From an optimization exercise on the open Yosys and OpenROAD flow, aimed at small area; shortcuts taken in it are not production practice.
Only simulation tests tie the RTL to the original design; equivalence was not proved.
No driver is modelled on the clock port, so clocking that relies on it looks cheaper here than on a real chip.
No activity file was given, so power comes from the tool's default toggle rates.

job 102:
## reram_controller
module reram_controller #(
    parameter INPUT_WIDTH = 8,
    parameter OUTPUT_WIDTH = 12,
    parameter INPUT_SIZE = 784,
    parameter OUTPUT_SIZE = 256
)(
    input  wire                     clk,
    input  wire                     rst_n,
    input  wire                     start,
    output wire                     done,
    output reg                      busy,
    input  wire [INPUT_WIDTH-1:0]   input_data,
    input  wire                     input_valid,
    output reg                      input_ready,
    output wire [9:0]               dac_out,
    output wire                     dac_valid,
    output wire                     xbar_enable,
    output wire [9:0]               xbar_addr,
    input  wire [OUTPUT_WIDTH-1:0]  xbar_data,
    input  wire                     xbar_valid,
    output reg  [OUTPUT_WIDTH-1:0]  output_data,
    output reg  [7:0]               output_addr,
    output reg                      output_valid
);
Size: ~160 cells after synthesis.
==> module reram_controller, before the edit <==
module reram_controller #(
    parameter INPUT_WIDTH = 8,
    parameter OUTPUT_WIDTH = 12,
    parameter INPUT_SIZE = 784,
    parameter OUTPUT_SIZE = 256
)(
    input  wire                     clk,
    input  wire                     rst_n,
    input  wire                     start,
    output wire                     done,
    output reg                      busy,
    input  wire [INPUT_WIDTH-1:0]   input_data,
    input  wire                     input_valid,
    output reg                      input_ready,
    output wire [9:0]               dac_out,
    output wire                     dac_valid,
    output wire                     xbar_enable,
    output wire [9:0]               xbar_addr,
    input  wire [OUTPUT_WIDTH-1:0]  xbar_data,
    input  wire                     xbar_valid,
    output reg  [OUTPUT_WIDTH-1:0]  output_data,
    output reg  [7:0]               output_addr,
    output reg                      output_valid
);
    reg        ph;           
    reg        xe;           
    reg        seen_ow;      
    reg  [7:0] dac;          
    reg  [7:0] sample0;
    reg  [9:0] tmp;
    wire st_idle = ~busy;
    wire st_load = busy & ~ph & ~xe & ~output_valid;
    wire st_wait = (input_ready & ph) | ((xe | output_valid) & ~ph);
    wire st_cd   = xe & ph;
    wire st_ow   = busy & ph & ~input_ready & ~xe & ~output_valid;
    wire st_done = output_valid & ph;
    wire st_mid  = xe | st_ow;       
    wire wait_first_load = input_ready & ph;
    assign done        = ~busy & ph;
    assign dac_out     = {dac, 2'b00};
    assign dac_valid   = xe;
    assign xbar_enable = xe;
    wire [7:0] xa = output_addr + (st_mid & seen_ow);
    assign xbar_addr   = {2'b00, xa};
    wire cnt_first = ~|tmp[7:0];
    wire cnt_last  = &{tmp[9:7], tmp[4], tmp[2:0]};
    wire last_neuron = (output_addr == 8'hfe);   
    always @(posedge clk or negedge rst_n) begin
        if (!rst_n) begin
            busy         <= 1'b0;
            input_ready  <= 1'b0;
            xe           <= 1'b0;
            output_valid <= 1'b0;
            ph           <= 1'b0;
        end else begin
            busy         <= st_idle ? start : ~st_done;
            input_ready  <= st_load;
            xe           <= st_wait;
            output_valid <= st_ow;
            ph           <= (st_load & input_valid & cnt_last) |
                            (st_wait & xbar_valid) | st_cd | st_done |
                            (st_ow & last_neuron);
        end
    end
    always @(posedge clk) begin
        if (st_idle)
            tmp <= 10'd0;
        else if (xe)
            tmp <= xbar_data[9:0];
        else if (input_valid)
            tmp <= {tmp[8:0], ~(tmp[9] ^ tmp[0])};
        if (cnt_first)
            sample0[7:2] <= input_data[7:2];
        if (xe)
            sample0[1:0] <= xbar_data[11:10];
        else if (cnt_first)
            sample0[1:0] <= input_data[1:0];
    end
    always @(posedge clk or negedge rst_n) begin
        if (!rst_n) begin
            dac         <= 8'b0;
            seen_ow     <= 1'b0;
            output_addr <= 8'b0;
            output_data <= {OUTPUT_WIDTH{1'b0}};
        end else begin
            if (wait_first_load)
                dac <= sample0;
            if (st_ow) begin
                seen_ow     <= 1'b1;
                output_addr <= xa;
                output_data <= {sample0[1:0], tmp};
            end
        end
    end
endmodule
export LEC_CHECK = 0
export CAP_MARGIN = 20
export CELL_PAD_IN_SITES_DETAIL_PLACEMENT = 0
export CELL_PAD_IN_SITES_GLOBAL_PLACEMENT = 0
export CORE_MARGIN = 2
export CORE_UTILIZATION = 50
export SLEW_MARGIN = 20
create_clock -name core_clock -period 10.0 [get_ports {clk}]
standard.sh (not shown) runs the stock make flow with config.mk's settings and CLKGATE_MAP_FILE= SYNTH_SCRIPT=/design/flow/synth_recipe.tcl, a recipe that flattens the netlist after the stock synthesis.
==> flow/flow/run.sh <==
#!/bin/bash
# Standard synthesis, whose combinational logic is then re-mapped for area
# (resyn.sh; registers untouched); then the standard ORFS layout with
# minimum-size port buffers, combinational cells downsized after floorplan,
# and a hand-built clock distribution: the register clock pins are split into
# 3 groups by position, each driven by one buffer that the clock port drives
# (clkbuf.tcl before CTS, clkroot.tcl after it; TritonCTS is pointed at the
# clock port net, which then has a single sink, so it adds nothing).
# Each tool run's full output goes to its own log here (synth.log, resyn.log,
# layout.log); ORFS keeps per-step logs under orfs/logs.
set -euo pipefail
W=$(pwd)
F=$W/flow
R=$W/orfs/results/${FLOW_PLATFORM:-sky130hd}/reram_controller/base
bash standard.sh synth > synth.log 2>&1
cp $R/1_2_yosys.v $W/standard_synth.v
bash $F/resyn.sh $W/standard_synth.v $W/resyn.v
cp $W/resyn.v $R/1_2_yosys.v
bash standard.sh \
  "BUFFER_PORTS_ARGS=-buffer_cell sky130_fd_sc_hd__buf_1" \
  POST_FLOORPLAN_TCL=$F/downsize.tcl \
  SKIP_REPAIR_TIE_FANOUT=1 \
  PRE_CTS_TCL=$F/clkbuf.tcl POST_CTS_TCL=$F/clkroot.tcl CLK_LEAF_CELL=sky130_fd_sc_hd__buf_6 CLK_NCLUSTER=3 CLK_ROOT_CELL=sky130_fd_sc_hd__clkbuf_2 \
  "CTS_ARGS=-clk_nets clk -dont_use_dummy_load -buf_list sky130_fd_sc_hd__clkbuf_8 -root_buf sky130_fd_sc_hd__clkbuf_8" \
  finish > layout.log 2>&1
Other scripts of this flow, unchanged in this note and not shown: flow/flow/clkbuf.tcl, flow/flow/clkroot.tcl, flow/flow/downsize.tcl, flow/flow/lib2v.py, flow/flow/resyn.sh
Edits applied to the flow inputs when going from job 102 to job 103:
==> flow/design.v, changed modules only <==
module reram_controller #(
    parameter INPUT_WIDTH = 8,
    parameter OUTPUT_WIDTH = 12,
    parameter INPUT_SIZE = 784,
    parameter OUTPUT_SIZE = 256
)(
    input  wire                     clk,
    input  wire                     rst_n,
    input  wire                     start,
    output wire                     done,
    output reg                      busy,
    input  wire [INPUT_WIDTH-1:0]   input_data,
    input  wire                     input_valid,
    output reg                      input_ready,
    output wire [9:0]               dac_out,
    output wire                     dac_valid,
    output wire                     xbar_enable,
    output wire [9:0]               xbar_addr,
    input  wire [OUTPUT_WIDTH-1:0]  xbar_data,
    input  wire                     xbar_valid,
    output reg  [OUTPUT_WIDTH-1:0]  output_data,
    output reg  [7:0]               output_addr,
    output reg                      output_valid
);
    reg        ph;           
    reg        xe;           
    reg  [7:0] dac;          
    reg  [7:0] sample0;
    reg  [9:0] tmp;
    wire st_idle = ~busy;
    wire st_load = busy & ~ph & ~xe & ~output_valid;
    wire st_wait = (input_ready & ph) | ((xe | output_valid) & ~ph);
    wire st_cd   = xe & ph;
    wire st_ow   = busy & ph & ~input_ready & ~xe & ~output_valid;
    wire st_done = output_valid & ph;
    wire st_mid  = xe | st_ow;       
    wire wait_first_load = input_ready & ph;
    assign done        = ~busy & ph;
    assign dac_out     = {dac, 2'b00};
    assign dac_valid   = xe;
    assign xbar_enable = xe;
    wire first_after_reset = sample0[2];
    wire [7:0] xa = output_addr + (st_mid & ~first_after_reset);
    assign xbar_addr   = {2'b00, xa};
    wire cnt_first = ~|tmp[7:0];
    wire cnt_last  = &{tmp[9:7], tmp[4], tmp[2:0]};
    wire last_neuron = (output_addr == 8'hfe);   
    always @(posedge clk or negedge rst_n) begin
        if (!rst_n) begin
            busy         <= 1'b0;
            input_ready  <= 1'b0;
            xe           <= 1'b0;
            output_valid <= 1'b0;
            ph           <= 1'b0;
        end else begin
            busy         <= st_idle ? start : ~st_done;
            input_ready  <= st_load;
            xe           <= st_wait;
            output_valid <= st_ow;
            ph           <= (st_load & input_valid & cnt_last) |
                            (st_wait & xbar_valid) | st_cd | st_done |
                            (st_ow & last_neuron);
        end
    end
    always @(posedge clk) begin
        if (st_idle)
            tmp <= 10'd0;
        else if (xe)
            tmp <= xbar_data[9:0];
        else if (input_valid)
            tmp <= {tmp[8:0], ~(tmp[9] ^ tmp[0])};
        if (cnt_first)
            sample0[7:3] <= input_data[7:3];
        if (wait_first_load)
            sample0[2] <= ~output_addr[7];
        else if (st_ow)
            sample0[2] <= 1'b0;
        else if (cnt_first & ~(ph | xe | output_valid))
            sample0[2] <= input_data[2];
        if (xe)
            sample0[1:0] <= xbar_data[11:10];
        else if (cnt_first)
            sample0[1:0] <= input_data[1:0];
    end
    always @(posedge clk or negedge rst_n) begin
        if (!rst_n) begin
            dac         <= 8'b0;
            output_addr <= 8'b0;
            output_data <= {OUTPUT_WIDTH{1'b0}};
        end else begin
            if (wait_first_load)
                dac <= sample0;
            if (st_ow) begin
                output_addr <= xa;
                output_data <= {sample0[1:0], tmp};
            end
        end
    end
endmodule
Results
The flow did not stop early for job 103: all stages ran, and the layout cleared the timing, design-rule and antenna checks.
Power attributed to sequential cells: job 103 vs job 102 up about 4%
On detailed placer's ending HPWL, job 103 does worse than job 102.
In the tables for job 102 and job 103, summed instance area of the synthesized netlist reads higher with job 102.
Met3 demand-to-capacity share in global routing: job 102 and job 103 compared, higher one is job 102
Job 103 against job 102: routed wire length saw an increase, global-route usage saw an increase.

## re-timing with driven ports
In the flow no input, the clock included, has a driving cell. The finished layouts below were timed again as built, in two steps.
Step 1 sets driving cells, clkbuf_16 on the clock port and buf_2 on the other inputs (assumed; they add their load-dependent delay and slew).
Step 2 times the ports against the registers' clock, not the clock port: input delays grow and output delays shrink by t, the midpoint of the rising clock arrivals with the driver on.
Slacks: no drivers / after step 1 / after step 2; pairs: no drivers / after step 1.
| run | t, ns | setup WS [ns] | clock arrival spread, ns |
|---|---|---|---|
| job 102 | 0.182 | 5.164 / 5.115 / 5.298 | 0.011 / 0.011 |
| job 103 | 0.178 | 4.003 / 3.958 / 4.136 | 0.010 / 0.010 |
After both steps every run listed still meets setup and hold.
